This design comes from an exercise in tuning for small area on the open sky130 flow, not from production work. The RTL was checked by simulation tests, not by an equivalence proof against the original design. The clock cells of this run come from the design's own scripts or RTL, not from TritonCTS. The clock port is modelled as an ideal driver, which makes a skipped or thinned clock tree look cheaper than it is; a real chip needs a root buffer or a tree. Power and IR drop assume default switching activity.

==> config.mk <==
export PLATFORM = sky130hd
export DESIGN_NAME = UP2_TOP
export DESIGN_NICKNAME = UP2_TOP
export VERILOG_FILES = /design/flow/design.v
export SDC_FILE = /design/flow/constraint.sdc
export NUM_CORES = 4
export LEC_CHECK = 0
export CAP_MARGIN = 20
export CORE_MARGIN = 2
export CORE_UTILIZATION = 65
export SLEW_MARGIN = 20
==> constraint.sdc <==
create_clock -name core_clock -period 8.0 [get_ports {MCLK}]
set_input_delay 1.6000 -clock core_clock [delete_from_list [all_inputs] [get_ports {MCLK}]]
set_output_delay 1.6000 -clock core_clock [all_outputs]
set_load 0.01 [all_outputs]
==> design.v <==
module UP2_TOP
(
	MCLK,
	RST,
	FLEX_DIGIT_1,
	FLEX_DIGIT_2,
	LED,
	BT,
	DISP1,
	DISP2,
	DISP3,
	DISP4
);
input MCLK;	 
input RST;	 
output [6:0] FLEX_DIGIT_1;
output [6:0] FLEX_DIGIT_2;
output [15:0] LED;
input [3:0] BT;
output [6:0] DISP1;
output [6:0] DISP2;
output [6:0] DISP3;
output [6:0] DISP4;
localparam [5:0] P_PQ = 6'd21;
localparam P_PH = 1'd0, P_TICK = 1'd0, P_TICKP = 1'd1;
localparam [5:0] P_DQ0 = 6'd17, P_DQ1 = 6'd53, P_DQ2 = 6'd21, P_DQ3 = 6'd21;
localparam P_DB0 = 1'd0, P_DB1 = 1'd0, P_DB2 = 1'd1, P_DB3 = 1'd0;
localparam P_PLUSP = 1'd0, P_MINUSP = 1'd0, P_MODEP = 1'd0;
localparam [2:0] P_ST = 3'd4;
localparam [4:0] P_PC = 5'd1;
localparam [4:0] P_SECU = 5'd0, P_MINU = 5'd20, P_HU = 5'd8;
localparam [2:0] P_SECT = 3'd0, P_MINT = 3'd3;
localparam [1:0] P_HT = 2'd3;
reg [5:0] pq_r;
reg ph_r, tick_r, tickPrev_r;
wire [5:0] l = pq_r ^ P_PQ;
wire ph = ph_r ^ P_PH;
wire tick = tick_r ^ P_TICK;
wire tickPrev = tickPrev_r ^ P_TICKP;
reg pf;
always @*
	case ({l[0], l[1], l[3], l[5]})
		4'd0, 4'd3, 4'd4, 4'd6, 4'd9, 4'd11, 4'd12, 4'd14: pf = 1'b1;
		default: pf = 1'b0;
	endcase
always @(posedge MCLK) begin
	pq_r <= (RST ? 6'h26 : {l[4:0], pf}) ^ P_PQ;
	ph_r <= (~RST & (ph ^ (l == 6'h33))) ^ P_PH;
	tick_r <= (~RST & ph) ^ P_TICK;
	tickPrev_r <= (~RST & tick) ^ P_TICKP;
end
wire secEv = ~tick & tickPrev;
wire [3:0] btn = {BT[1], BT[3], BT[0], BT[2]};
wire [23:0] P_DQ = {P_DQ3, P_DQ2, P_DQ1, P_DQ0};
wire [3:0] P_DB = {P_DB3, P_DB2, P_DB1, P_DB0};
reg [23:0] dq_r;
reg [3:0] db_r;
wire [23:0] dq = dq_r ^ P_DQ;
wire [3:0] db = db_r ^ P_DB;
genvar gi;
generate
	for (gi = 0; gi < 4; gi = gi + 1) begin : deb
		wire [5:0] r = dq[6*gi +: 6];
		reg f;
		always @*
			case ({r[2], r[3], r[4], r[5]})
				4'd0, 4'd1, 4'd3, 4'd5, 4'd7, 4'd8, 4'd10, 4'd13, 4'd15: f = 1'b0;
				default: f = 1'b1;
			endcase
		always @(posedge MCLK) begin
			dq_r[6*gi +: 6] <= ((RST | ~btn[gi]) ? 6'h1d : {r[4:0], f}) ^ P_DQ[6*gi +: 6];
			db_r[gi] <= (~RST & (r == 6'd0)) ^ P_DB[gi];
		end
	end
endgenerate
wire plusBtn = db[0], minusBtn = db[1], modeBtn = db[2], resetBtn = db[3];
wire stChange;
reg plusPrev_r, minusPrev_r, modePrev_r;
wire plusPrev = plusPrev_r ^ P_PLUSP;
wire minusPrev = minusPrev_r ^ P_MINUSP;
wire modePrev = modePrev_r ^ P_MODEP;
always @(posedge MCLK) begin
	plusPrev_r <= (plusBtn | stChange) ^ P_PLUSP;
	minusPrev_r <= (minusBtn | stChange) ^ P_MINUSP;
	modePrev_r <= (~RST & modeBtn) ^ P_MODEP;
end
wire modeFall = modePrev & ~modeBtn;
reg [2:0] st_r;
wire [2:0] st = st_r ^ P_ST;
wire [2:0] stn = RST ? 3'd0 : ~resetBtn ? 3'd0 : modeFall ? ((st == 3'd4) ? 3'd0 : st + 3'd1) : st;
always @(posedge MCLK) begin
	st_r <= stn ^ P_ST;
end
assign stChange = (stn != st);
wire stop = (st == 3'd0);
wire s1 = (st == 3'd1), s2 = (st == 3'd2), s3 = (st == 3'd3), s4 = (st == 3'd4);
wire plusEv  = ~plusBtn & plusPrev;
wire minusEv = ~minusBtn & minusPrev;
reg [4:0] secU_r, minU_r, hU_r;
reg [2:0] secT_r, minT_r;
reg [1:0] hT_r;
reg [4:0] pc_r;
wire [4:0] secU = secU_r ^ P_SECU, minU = minU_r ^ P_MINU, hU = hU_r ^ P_HU;
wire [2:0] secT = secT_r ^ P_SECT, minT = minT_r ^ P_MINT;
wire [1:0] hT = hT_r ^ P_HT;
wire [4:0] pc = pc_r ^ P_PC;
wire cSecU = secU[4];
wire cSecT = secT[2];
wire cMinU = minU[4];
wire cMinT = minT[2];
wire h2 = hT[1];
wire cHU = hU[4] | (h2 & hU[1]);
always @(posedge MCLK)
	pc_r <= (RST ? 5'd0 : {cSecU, cSecT, cMinU, cMinT, cHU}) ^ P_PC;
wire incSecU = secEv & stop;
wire incSecT = ~cSecU & pc[4] & stop;
wire incMinU = (~cSecT & pc[3] & stop) | (s4 & plusEv);
wire decMinU = s4 & minusEv;
wire incMinT = (~cMinU & pc[2] & stop) | (s3 & plusEv);
wire decMinT = s3 & minusEv;
wire incHU   = (~cMinT & pc[1] & stop) | (s2 & plusEv);
wire decHU   = s2 & minusEv;
wire incHT   = (~cHU & pc[0] & stop) | (s1 & plusEv);
wire decHT   = s1 & minusEv;
wire clr = RST | ~resetBtn;
wire nclr = ~clr;
wire upSecU = incSecU & nclr, hdSecU = ~incSecU & nclr;
wire upSecT = incSecT & nclr, hdSecT = ~incSecT & nclr;
wire dnMinU = decMinU & nclr, upMinU = incMinU & ~decMinU & nclr, hdMinU = ~incMinU & ~decMinU & nclr;
wire dnMinT = decMinT & nclr, upMinT = incMinT & ~decMinT & nclr, hdMinT = ~incMinT & ~decMinT & nclr;
wire dnHU = decHU & nclr, upHU = incHU & ~decHU & nclr, hdHU = ~incHU & ~decHU & nclr;
wire dnHT = decHT & nclr, upHT = incHT & ~decHT & nclr, hdHT = ~incHT & ~decHT & nclr;
wire hUwrapUp = h2 & (hU[2] | hU[4]);
wire hUwrapDn = h2 & ~hU[4] & ~hU[0];
wire [4:0] hUup = hUwrapUp ? 5'b00000 : {hU[3:0], ~hU[4]};
wire [4:0] hUdn = hUwrapDn ? 5'b00111 : {~hU[0], hU[4:1]};
always @(posedge MCLK) begin
	secU_r <= (({5{upSecU}} & {secU[3:0], ~secU[4]}) | ({5{hdSecU}} & secU)) ^ P_SECU;
	secT_r <= (({3{upSecT}} & {secT[1:0], ~secT[2]}) | ({3{hdSecT}} & secT)) ^ P_SECT;
	minU_r <= (({5{upMinU}} & {minU[3:0], ~minU[4]}) | ({5{dnMinU}} & {~minU[0], minU[4:1]}) | ({5{hdMinU}} & minU)) ^ P_MINU;
	minT_r <= (({3{upMinT}} & {minT[1:0], ~minT[2]}) | ({3{dnMinT}} & {~minT[0], minT[2:1]}) | ({3{hdMinT}} & minT)) ^ P_MINT;
	hU_r <= (({5{upHU}} & hUup) | ({5{dnHU}} & hUdn) | ({5{hdHU}} & hU)) ^ P_HU;
	hT_r <= (({2{upHT}} & {hT[0] & ~hT[1], ~hT[1]}) | ({2{dnHT}} & {~hT[0], ~hT[0] | hT[1]}) | ({2{hdHT}} & hT)) ^ P_HT;
end
function [6:0] seg10;	 
	input [4:0] q;
	reg a, b, c, d, e, f, g;
	begin
		a = ~((q[0] & ~q[1]) | (q[3] & ~q[4]));
		b = ~(q[4] & q[1]);
		c = ~q[1] | q[2];
		d = ~((~q[1] & (q[0] | q[2])) | (q[3] & ~q[4]));
		e = (~q[0] & (~q[4] | q[1])) | (~q[2] & (q[1] | q[3]));
		f = ~((q[0] & ~q[3]) | (q[2] & ~q[1]));
		g = q[1] | (q[4] & ~q[2]);
		seg10 = {g, f, e, d, c, b, a};
	end
endfunction
function [6:0] seg6;	 
	input [2:0] q;
	reg ad;
	begin
		ad = ~(q[1] ^ q[0]);
		seg6 = {q[1] | q[2], ~q[0], ~q[2] & (q[1] | ~q[0]), ad, q[2] | ~q[1], ~q[2] | q[1], ad};
	end
endfunction
assign FLEX_DIGIT_2 = ~seg10(secU);
assign FLEX_DIGIT_1 = ~seg6(secT);
assign DISP4 = seg10(minU);
assign DISP3 = seg6(minT);
assign DISP2 = seg10(hU);
wire hTa = ~hT[0] | hT[1];
assign DISP1 = {hT[1], ~hT[0], hTa, hTa, ~hT[1], 1'b1, hTa};
assign LED[15] = stop;
assign LED[14] = resetBtn;
assign LED[13] = cSecU;
assign LED[12] = tick;
assign LED[11] = ~s4 | plusBtn;
assign LED[10] = ~s4 | minusBtn;
assign LED[9]  = ~s3 | plusBtn;
assign LED[8]  = ~s3 | minusBtn;
assign LED[7]  = ~s2 | plusBtn;
assign LED[6]  = ~s2 | minusBtn;
assign LED[5]  = ~s1 | plusBtn;
assign LED[4]  = ~s1 | minusBtn;
assign LED[3]  = 1'b0;
assign LED[2:0] = st;
endmodule
==> flow/run.sh <==
#!/bin/bash
# Layout flow: the standard synthesis, then the combinational logic between
# the (unchanged) registers is re-mapped by ABC for area (several ABC scripts,
# smallest result kept), then the standard ORFS flow from floorplan to
# finish, with small port buffers and a lean clock tree (settings.sh).
set -euo pipefail
W=$(pwd)
R=$W/orfs/results/sky130hd/UP2_TOP/base
LIB=$FLOW_HOME/platforms/sky130hd/lib/sky130_fd_sc_hd__tt_025C_1v80.lib
source $W/flow/settings.sh

bash standard.sh "${EXTRA[@]}" synth > $W/log_1_synth.txt 2>&1
cp $R/1_2_yosys.v $W/std_1_2_yosys.v

# combinational cell models (sequential cells stay black boxes)
yosys -q -p "read_liberty -ignore_miss_func $LIB; write_verilog -noattr $W/all_cells.v" > $W/log_2_cells.txt 2>&1
python3 $W/flow/comb_cells.py $W/all_cells.v $W/comb_cells.v >> $W/log_2_cells.txt 2>&1

for s in area area4 deepsyn deepsyn1 deepsyn2 deepsyn3; do
  sed -e "s#@LIB@#$LIB#g" -e "s#@IN@#$W/std_1_2_yosys.v#g" -e "s#@OUT@#$W/reopt_$s.v#g" \
      -e "s#@COMB@#$W/comb_cells.v#g" -e "s#@ABC@#$W/flow/$s.abc#g" $W/flow/reopt.ys > $W/reopt_$s.ys
  (yosys -s $W/reopt_$s.ys > $W/log_3_reopt_$s.txt 2>&1 || true) &
done
# also: Yosys's own synthesis of the RTL re-mapped the same way, with its
# flip-flops renamed to the standard synthesis's (matched by register name)
sed -e "s#@LIB@#$LIB#g" -e "s#@IN@#$W/design.v#g" -e "s#@OUT@#$W/alt_raw.v#g" \
    -e "s#@ABC@#$W/flow/deepsyn.abc#g" $W/flow/alt.ys > $W/alt.ys
(yosys -s $W/alt.ys > $W/log_3_alt.txt 2>&1 || true) &
wait
if [[ -f $W/alt_raw.v ]] && python3 $W/flow/qmap.py $W/alt_raw.v $W/std_1_2_yosys.v $W/reopt_alt.v >> $W/log_3_alt.txt 2>&1; then
  cp $W/log_3_alt.txt $W/log_3_reopt_alt.txt
fi
best=$(python3 $W/flow/choose.py $W/log_3_reopt_*.txt 2>> $W/log_3_choice.txt)
echo "chosen: $best" >> $W/log_3_choice.txt
if [[ -n "$best" ]]; then cp $W/reopt_$best.v $R/1_2_yosys.v; fi
rm -f $R/1_synth.odb $R/1_synth.sdc

if [[ -n "${NBUF:-}" ]]; then
  bash standard.sh "${EXTRA[@]}" place > $W/log_4_place.txt 2>&1
  R=$R LIB=$LIB CLKPORT=MCLK NBUF=$NBUF BUFCELL=$BUFCELL SPLIT=${SPLIT:-y} \
    openroad -no_init -exit $W/flow/cts_manual.tcl > $W/log_5_cts.txt 2>&1
  cp $R/4_1_cts.odb $R/4_cts.odb
fi
bash standard.sh "${EXTRA[@]}" finish > $W/log_6_finish.txt 2>&1
==> flow/alt.ys <==
read_verilog -sv @IN@
synth -flatten -top UP2_TOP -nofsm -noshare
dfflibmap -liberty @LIB@ -dont_use sky130_fd_sc_hd__lpflow_bleeder_1 -dont_use sky130_fd_sc_hd__lpflow_clkbufkapwr_1 -dont_use sky130_fd_sc_hd__lpflow_clkbufkapwr_16 -dont_use sky130_fd_sc_hd__lpflow_clkbufkapwr_2 -dont_use sky130_fd_sc_hd__lpflow_clkbufkapwr_4 -dont_use sky130_fd_sc_hd__lpflow_clkbufkapwr_8 -dont_use sky130_fd_sc_hd__lpflow_clkinvkapwr_1 -dont_use sky130_fd_sc_hd__lpflow_clkinvkapwr_16 -dont_use sky130_fd_sc_hd__lpflow_clkinvkapwr_2 -dont_use sky130_fd_sc_hd__lpflow_clkinvkapwr_4 -dont_use sky130_fd_sc_hd__lpflow_clkinvkapwr_8 -dont_use sky130_fd_sc_hd__lpflow_decapkapwr_12 -dont_use sky130_fd_sc_hd__lpflow_decapkapwr_3 -dont_use sky130_fd_sc_hd__lpflow_decapkapwr_4 -dont_use sky130_fd_sc_hd__lpflow_decapkapwr_6 -dont_use sky130_fd_sc_hd__lpflow_decapkapwr_8 -dont_use sky130_fd_sc_hd__lpflow_inputiso0n_1 -dont_use sky130_fd_sc_hd__lpflow_inputiso0p_1 -dont_use sky130_fd_sc_hd__lpflow_inputiso1n_1 -dont_use sky130_fd_sc_hd__lpflow_inputiso1p_1 -dont_use sky130_fd_sc_hd__lpflow_inputisolatch_1 -dont_use sky130_fd_sc_hd__lpflow_isobufsrc_1 -dont_use sky130_fd_sc_hd__lpflow_isobufsrc_16 -dont_use sky130_fd_sc_hd__lpflow_isobufsrc_2 -dont_use sky130_fd_sc_hd__lpflow_isobufsrc_4 -dont_use sky130_fd_sc_hd__lpflow_isobufsrc_8 -dont_use sky130_fd_sc_hd__lpflow_isobufsrckapwr_16 -dont_use sky130_fd_sc_hd__lpflow_lsbuf_lh_hl_isowell_tap_1 -dont_use sky130_fd_sc_hd__lpflow_lsbuf_lh_hl_isowell_tap_2 -dont_use sky130_fd_sc_hd__lpflow_lsbuf_lh_hl_isowell_tap_4 -dont_use sky130_fd_sc_hd__lpflow_lsbuf_lh_isowell_4 -dont_use sky130_fd_sc_hd__lpflow_lsbuf_lh_isowell_tap_1 -dont_use sky130_fd_sc_hd__lpflow_lsbuf_lh_isowell_tap_2 -dont_use sky130_fd_sc_hd__lpflow_lsbuf_lh_isowell_tap_4 -dont_use sky130_fd_sc_hd__probe_p_8 -dont_use sky130_fd_sc_hd__probec_p_8 
opt
abc -script @ABC@ -liberty @LIB@ -dont_use sky130_fd_sc_hd__lpflow_bleeder_1 -dont_use sky130_fd_sc_hd__lpflow_clkbufkapwr_1 -dont_use sky130_fd_sc_hd__lpflow_clkbufkapwr_16 -dont_use sky130_fd_sc_hd__lpflow_clkbufkapwr_2 -dont_use sky130_fd_sc_hd__lpflow_clkbufkapwr_4 -dont_use sky130_fd_sc_hd__lpflow_clkbufkapwr_8 -dont_use sky130_fd_sc_hd__lpflow_clkinvkapwr_1 -dont_use sky130_fd_sc_hd__lpflow_clkinvkapwr_16 -dont_use sky130_fd_sc_hd__lpflow_clkinvkapwr_2 -dont_use sky130_fd_sc_hd__lpflow_clkinvkapwr_4 -dont_use sky130_fd_sc_hd__lpflow_clkinvkapwr_8 -dont_use sky130_fd_sc_hd__lpflow_decapkapwr_12 -dont_use sky130_fd_sc_hd__lpflow_decapkapwr_3 -dont_use sky130_fd_sc_hd__lpflow_decapkapwr_4 -dont_use sky130_fd_sc_hd__lpflow_decapkapwr_6 -dont_use sky130_fd_sc_hd__lpflow_decapkapwr_8 -dont_use sky130_fd_sc_hd__lpflow_inputiso0n_1 -dont_use sky130_fd_sc_hd__lpflow_inputiso0p_1 -dont_use sky130_fd_sc_hd__lpflow_inputiso1n_1 -dont_use sky130_fd_sc_hd__lpflow_inputiso1p_1 -dont_use sky130_fd_sc_hd__lpflow_inputisolatch_1 -dont_use sky130_fd_sc_hd__lpflow_isobufsrc_1 -dont_use sky130_fd_sc_hd__lpflow_isobufsrc_16 -dont_use sky130_fd_sc_hd__lpflow_isobufsrc_2 -dont_use sky130_fd_sc_hd__lpflow_isobufsrc_4 -dont_use sky130_fd_sc_hd__lpflow_isobufsrc_8 -dont_use sky130_fd_sc_hd__lpflow_isobufsrckapwr_16 -dont_use sky130_fd_sc_hd__lpflow_lsbuf_lh_hl_isowell_tap_1 -dont_use sky130_fd_sc_hd__lpflow_lsbuf_lh_hl_isowell_tap_2 -dont_use sky130_fd_sc_hd__lpflow_lsbuf_lh_hl_isowell_tap_4 -dont_use sky130_fd_sc_hd__lpflow_lsbuf_lh_isowell_4 -dont_use sky130_fd_sc_hd__lpflow_lsbuf_lh_isowell_tap_1 -dont_use sky130_fd_sc_hd__lpflow_lsbuf_lh_isowell_tap_2 -dont_use sky130_fd_sc_hd__lpflow_lsbuf_lh_isowell_tap_4 -dont_use sky130_fd_sc_hd__probe_p_8 -dont_use sky130_fd_sc_hd__probec_p_8 
opt_clean -purge
hilomap -singleton -hicell sky130_fd_sc_hd__conb_1 HI -locell sky130_fd_sc_hd__conb_1 LO
splitnets
opt_clean -purge
stat -liberty @LIB@
check -assert
write_verilog -noattr -nohex -nodec @OUT@
==> flow/area.abc <==
strash
dch -f
map -a
mfs2
strash
dch -f
map -a
topo
==> flow/area4.abc <==
strash
dch -f
map -a
mfs2
strash
dch -f
map -a
mfs2
strash
dch -f
map -a
mfs2
strash
dch -f
map -a
topo
==> flow/choose.py <==
import re, sys
# choose.py LOG... : print the name of the smallest valid re-mapped netlist
best = None
for log in sys.argv[1:]:
    t = open(log).read()
    a = re.findall(r"Chip area for module '.UP2_TOP': ([\d.]+)", t)
    s = re.findall(r"sequential elements: ([\d.]+)", t)
    if not a or not s:
        continue
    a, s = float(a[-1]), float(s[-1])
    name = re.search(r'log_3_reopt_(\w+)\.txt', log).group(1)
    print(name, a, s, file=sys.stderr)
    # a broken mapping shows as (almost) no combinational logic
    if a - s > 0.3 * s and (best is None or a < best[1]):
        best = (name, a)
print(best[0] if best else '')
==> flow/comb_cells.py <==
import sys, re
src = open(sys.argv[1]).read()
mods = re.findall(r'(module\s+(\S+)\(.*?\nendmodule\n)', src, re.S)
out = []
for body, name in mods:
    if 'always' in body or re.search(r'\breg\b', body):
        continue
    out.append(body)
open(sys.argv[2], 'w').write('\n'.join(out))
print(len(out), 'combinational cell models of', len(mods))
==> flow/cts_manual.tcl <==
# Clock tree: the clock port drives NBUF clock buffers, each driving the
# flip-flops of one group (groups split by position, balanced in count).
# Replaces TritonCTS's H-tree, which for this small design builds 9 buffers.
read_liberty $::env(LIB)
read_db $::env(R)/3_place.odb
read_sdc $::env(R)/3_place.sdc
source $::env(FLOW_HOME)/platforms/sky130hd/setRC.tcl

set nbuf $::env(NBUF)
set bufname $::env(BUFCELL)
set block [ord::get_db_block]
set db [ord::get_db]
set clknet [$block findNet $::env(CLKPORT)]
set sinks {}
foreach it [$clknet getITerms] {
  set inst [$it getInst]
  set bb [$inst getBBox]
  lappend sinks [list $it [expr {([$bb xMin] + [$bb xMax]) / 2}] [expr {([$bb yMin] + [$bb yMax]) / 2}]]
}
set n [llength $sinks]
puts "clock sinks: $n, buffers: $nbuf"
# split: sort by x or y, cut into nbuf bands of equal count
set axis [expr {$::env(SPLIT) eq "x" ? 1 : 2}]
set sinks [lsort -integer -index $axis $sinks]
set master [$db findMaster $bufname]
set per [expr {int(ceil(double($n) / $nbuf))}]
for {set g 0} {$g < $nbuf} {incr g} {
  set grp [lrange $sinks [expr {$g * $per}] [expr {($g + 1) * $per - 1}]]
  if {[llength $grp] == 0} continue
  set inst [odb::dbInst_create $block $master "clkbuf_man_$g"]
  set net [odb::dbNet_create $block "clknet_man_$g"]
  $net setSigType CLOCK
  set sx 0; set sy 0
  foreach s $grp {
    set it [lindex $s 0]
    $it disconnect
    $it connect $net
    incr sx [lindex $s 1]; incr sy [lindex $s 2]
  }
  [$inst findITerm A] connect $clknet
  [$inst findITerm X] connect $net
  $inst setLocation [expr {$sx / [llength $grp]}] [expr {$sy / [llength $grp]}]
  $inst setPlacementStatus PLACED
  puts "group $g: [llength $grp] sinks"
}
set_propagated_clock [all_clocks]
detailed_placement
check_placement -verbose
estimate_parasitics -placement
report_clock_skew
report_checks -path_delay min_max -format full_clock_expanded -group_path_count 1
report_check_types -max_slew -max_capacitance -violators
write_db $::env(R)/4_1_cts.odb
write_sdc $::env(R)/4_cts.sdc
==> flow/deepsyn.abc <==
strash
&get -n
&deepsyn -T 30
&put
dch -f
map -a
mfs2
strash
dch -f
map -a
topo
==> flow/deepsyn1.abc <==
strash
&get -n
&deepsyn -T 30 -S 1
&put
dch -f
map -a
mfs2
strash
dch -f
map -a
topo
==> flow/deepsyn2.abc <==
strash
&get -n
&deepsyn -T 30 -S 2
&put
dch -f
map -a
mfs2
strash
dch -f
map -a
topo
==> flow/deepsyn3.abc <==
strash
&get -n
&deepsyn -T 30 -S 3
&put
dch -f
map -a
mfs2
strash
dch -f
map -a
topo
==> flow/qmap.py <==
import re, sys
def flops(path):
    t = open(path).read()
    res = {}
    for m in re.finditer(r'(sky130_fd_sc_hd__df\w+)\s+(\\\S+|\S+)\s*\((.*?)\);', t, re.S):
        cell, name, body = m.groups()
        q = re.search(r'\.Q\(\s*(.*?)\s*\)\s*[,)]?', body + ')').group(1).strip()
        res[q.lstrip('\\').strip()] = (cell, name)
    return t, res
alt_t, alt = flops(sys.argv[1])
std_t, std0 = flops(sys.argv[2])
# index the standard netlist's flops by register name (instance name before '$')
std = {}
for q, (cell, name) in std0.items():
    std[name.lstrip('\\').split('$')[0]] = (cell, name)
miss = [q for q in alt if q not in std or std[q][0] != alt[q][0]]
print('alt', len(alt), 'std', len(std), 'unmatched', len(miss), miss[:5], file=sys.stderr)
if miss or len(alt) != len(std):
    sys.exit(1)
for q, (cell, name) in alt.items():
    new = std[q][1]
    alt_t = re.sub(r'(%s\s+)%s(\s*\()' % (re.escape(cell), re.escape(name)), lambda m: m.group(1) + new + ' ' + m.group(2).lstrip(), alt_t, count=1)
open(sys.argv[3], 'w').write(alt_t)
==> flow/reopt.ys <==
read_liberty -lib @LIB@
read_verilog @IN@
hierarchy -top UP2_TOP
techmap -map @COMB@
techmap
opt -purge
opt -purge
abc -script @ABC@ -liberty @LIB@ -dont_use sky130_fd_sc_hd__lpflow_bleeder_1 -dont_use sky130_fd_sc_hd__lpflow_clkbufkapwr_1 -dont_use sky130_fd_sc_hd__lpflow_clkbufkapwr_16 -dont_use sky130_fd_sc_hd__lpflow_clkbufkapwr_2 -dont_use sky130_fd_sc_hd__lpflow_clkbufkapwr_4 -dont_use sky130_fd_sc_hd__lpflow_clkbufkapwr_8 -dont_use sky130_fd_sc_hd__lpflow_clkinvkapwr_1 -dont_use sky130_fd_sc_hd__lpflow_clkinvkapwr_16 -dont_use sky130_fd_sc_hd__lpflow_clkinvkapwr_2 -dont_use sky130_fd_sc_hd__lpflow_clkinvkapwr_4 -dont_use sky130_fd_sc_hd__lpflow_clkinvkapwr_8 -dont_use sky130_fd_sc_hd__lpflow_decapkapwr_12 -dont_use sky130_fd_sc_hd__lpflow_decapkapwr_3 -dont_use sky130_fd_sc_hd__lpflow_decapkapwr_4 -dont_use sky130_fd_sc_hd__lpflow_decapkapwr_6 -dont_use sky130_fd_sc_hd__lpflow_decapkapwr_8 -dont_use sky130_fd_sc_hd__lpflow_inputiso0n_1 -dont_use sky130_fd_sc_hd__lpflow_inputiso0p_1 -dont_use sky130_fd_sc_hd__lpflow_inputiso1n_1 -dont_use sky130_fd_sc_hd__lpflow_inputiso1p_1 -dont_use sky130_fd_sc_hd__lpflow_inputisolatch_1 -dont_use sky130_fd_sc_hd__lpflow_isobufsrc_1 -dont_use sky130_fd_sc_hd__lpflow_isobufsrc_16 -dont_use sky130_fd_sc_hd__lpflow_isobufsrc_2 -dont_use sky130_fd_sc_hd__lpflow_isobufsrc_4 -dont_use sky130_fd_sc_hd__lpflow_isobufsrc_8 -dont_use sky130_fd_sc_hd__lpflow_isobufsrckapwr_16 -dont_use sky130_fd_sc_hd__lpflow_lsbuf_lh_hl_isowell_tap_1 -dont_use sky130_fd_sc_hd__lpflow_lsbuf_lh_hl_isowell_tap_2 -dont_use sky130_fd_sc_hd__lpflow_lsbuf_lh_hl_isowell_tap_4 -dont_use sky130_fd_sc_hd__lpflow_lsbuf_lh_isowell_4 -dont_use sky130_fd_sc_hd__lpflow_lsbuf_lh_isowell_tap_1 -dont_use sky130_fd_sc_hd__lpflow_lsbuf_lh_isowell_tap_2 -dont_use sky130_fd_sc_hd__lpflow_lsbuf_lh_isowell_tap_4 -dont_use sky130_fd_sc_hd__probe_p_8 -dont_use sky130_fd_sc_hd__probec_p_8 
opt_clean -purge
hilomap -singleton -hicell sky130_fd_sc_hd__conb_1 HI -locell sky130_fd_sc_hd__conb_1 LO
splitnets
opt_clean -purge
stat -liberty @LIB@
check -assert
write_verilog -noattr -nohex -nodec @OUT@
==> flow/settings.sh <==
EXTRA=(
  "BUFFER_PORTS_ARGS=-buffer_cell sky130_fd_sc_hd__buf_1"
  "CTS_ARGS=-sink_clustering_enable -sink_clustering_size 25 -sink_clustering_max_diameter 500 -buf_list sky130_fd_sc_hd__clkbuf_4 -dont_use_dummy_load -repair_clock_nets"
)
# manual clock tree (cts_manual.tcl): NBUF buffers of type BUFCELL
NBUF=2
SPLIT=x
BUFCELL=sky130_fd_sc_hd__clkbuf_16
==> standard.sh <==
#!/bin/bash
# synth_recipe.tcl (not shown) runs the flow's synth.tcl, then flattens the netlist and writes it again
# the make line also repeats each setting of config.mk as NAME=value (left out here)
make -C /OpenROAD-flow-scripts/flow DESIGN_CONFIG=/design/flow/config.mk WORK_HOME=/design/flow/orfs CLKGATE_MAP_FILE= SYNTH_SCRIPT=/design/flow/synth_recipe.tcl "${@:-finish}"
==> run notes <==
==> final cells by class <==
| type | instances | area [µm²] | area share, % |
|---|---|---|---|
| tap | 50 | 62.6 | 2.11 |
| sequential | 71 | 1420 | 47.8 |
| timing repair buffer | 61 | 229 | 7.71 |
| inverter | 48 | 180 | 6.06 |
| multi-input combinational | 211 | 1030 | 34.6 |
| buffer | 2 | 50.0 | 1.68 |
==> stage by stage <==
step / hold slack [ps] / cell area [µm²] / setup slack, ps / util, %
finish: 412 / 2970 / 3820 / 75.4
global route: 425 / 2970 / 3460 / 75.4
detailed placement: 380 / 2920 / 3610 / 74.1
global placement: 376 / 2920 / 3820 / 74.1
floorplan: 366 / 2630 / 4830 / -
==> sequential cells by signal, summed over array words and instances (netlist names), 2 cells and up <==
| register | cells |
|---|---|
| pq_r | 6 |
| hU_r | 5 |
| hT_r | 2 |
| pc_r | 5 |
| db_r | 4 |
| minU_r | 5 |
| secU_r | 5 |
| st_r | 3 |
| minT_r | 3 |
| dq_r | 24 |
| secT_r | 3 |
==> worst min-delay path by stage <==
stage                          from                 end  slack, ps  cells after the start
finish              pq_r[4]$_DFF_P_  pq_r[5]$_SDFF_PP1_        410                      1
global route        pq_r[4]$_DFF_P_  pq_r[5]$_SDFF_PP1_        420                      1
detailed placement  pq_r[4]$_DFF_P_  pq_r[5]$_SDFF_PP1_        380                      1
global placement    pq_r[0]$_DFF_P_  pq_r[1]$_SDFF_PP1_        380                      1
floorplan           pq_r[4]$_DFF_P_  pq_r[5]$_SDFF_PP1_        370                      1
==> per-layer routing <==
layer  vias to the layer above  part of all wire [%]  GRT usage, %
li1                       1236                     -             -
met1                      1092                    44          29.5
met2                        89                    48          42.2
met3                         7                   6.5          2.00
met4                         0                   1.2          3.83
met5                         -                     0             0
==> worst max-delay path, delay by kind of cell <==
kind / cells / cell delay [ps]
simple gates: 4 / 1220
buf+inv: 3 / 1200
compound gates: 2 / 270
==> power breakdown <==
part           leakage [nW]  internal, W  total [W]  switching (W)
clock                0.0246    0.0000469   0.000129      0.0000817
sequential            0.578     0.000361   0.000366     0.00000485
combinational         0.435   0.00000539  0.0000171      0.0000117
==> cells in the final DEF (no fill, tap or decap), drive strengths merged, types with 4 or more instances in the layout <==
master / n
buf: 61
nor3: 14
nor2: 49
nand2: 50
o21ai: 20
a22oi: 6
dfxtp: 71
a21oi: 17
nand3: 17
clkinv: 48
o22ai: 14
o221ai: 4
==> impl_metrics.csv <==
group,metric,value,unit
outcome,status,"finished clean",
grt,grtUsageTotal,22.9,%
timing,fin_crit_sh,52.2,%
critical_path,cp.arrival,4290,ps
placed_design,place_congestion,0.836,
grt,overflow,0,
clock_network,clk_pin_slew,120,ps
grt,grt_pass1_wl,8410,µm
yosys,syn-instance-count,330,
critical_path,path_cells,"buf_1 -> clkinv_1 -> nand2_1 -> clkinv_1 -> nand2_1 -> nor2_1 -> nor3_1 -> a22oi_1 -> o21ai_0",
timing,drv_slew,0,
critical_path,worst_path_max_delay_cell,"clkinv_1",
critical_path,crit_path_end_kind,"register",
power,power.total,0.000512,W
routing,detail-route-antenna-nets,0,
die,ioPinCount,64,
grt,grt_max_degree,37,
final_layout,n_fill_cell,318,
critical_path,reg2reg_slack,5810,ps
yosys,syn_area_per_cell,7.97,µm²
die,die_w,67.6,µm
timing,slew_headroom,60.1,%
timing,hold_violations,0,
power,powerDensity,172,mW/mm²
placed_design,dp_cells,441,
routing,viasPerCell,5.47,
routing,vias,2424,
final_layout,layoutNonFillerInstCount,443,
die,die_area,0.00457,mm²
routing,drt-pass1-iter-count,4,
critical_path,required,8110,ps
die,core,0.00394,mm²
final_layout,n_antenna_cell,0,
yosys,yosys_warnings,1,
final_layout,fin_nets,401,
die,start_util,66.7,%
routing,drt-total-wl,5280,µm
timing,tightest_slew,594,ps
clock_network,insertion_delay,180,ps
placed_design,post-dp-hpwl,4100,µm
routing,initialDrtViolationCount,155,
timing,finalSetupViolCount,0,
routing,drcViolationCount,0,
final_layout,area_growth,13.0,%
timing,fin_skew,8.14,ps
critical_path,r2r_end,"hU_r[4]$_DFF_P_",
critical_path,rr_startpoint,"st_r[1]$_DFF_P_",
critical_path,critPathMaxFanout,17,
yosys,synth_area,0.00263,mm²
grt,grt_pass1_vias,1997,
critical_path,slowest_delay,540,ps
power,vdd_ir_drop_max,0.215,mV
timing,rsz0062_at_grt,"false",
placed_design,port_buffers,61,
critical_path,setup.worst_path.start,"RST",
critical_path,start_kind,"input port",
die,fp.dieH,67.6,µm
timing,fmax,239,MHz
critical_path,crit_path_end,"hU_r[4]$_DFF_P_",
die,num_rows,23,
timing,timing.setup.tns,0,ps
grt,grt_antenna_before_repair,0,
yosys,synth_nets,336,
timing,fin_crit,4180,ps
critical_path,rr_worst_depth,11,
min_path,hp-class,"register to register",
critical_path,worstSetupPathType,"input port to register",
final_layout,layout-drive-gt1-share,0.763,%
power,leakagePower,1.04,nW
flow_run,maxCapViolCount,0,
routing,avgRoutedWirePerCell,11.9,µm

what the ideal ports hide:
In the flow no input, the clock included, has a driving cell. The finished layout below was timed again as built, in two steps. Step 1 assumes that a clkbuf_16 drives the clock port and a buf_2 every other input. Step 2 also shifts input and output timing later by t, the mid clock arrival at the registers, as if the neighbouring blocks saw the same clock. Three values: ideal, step 1, step 2; two values: the first two.
shift t [ns]: 0.219
setup slack, ns: 3.821 / 3.841 / 3.622
worst setup path after step 2: input to register
latest minus earliest clock arrival (ns): 0.009 / 0.008
worst register clock-pin slew, ns: 0.12 / 0.12
After both steps this run still meets setup and hold. For this run, drivers alone change the setup slack by +0.020 ns; drivers and shift together by -0.199 ns.
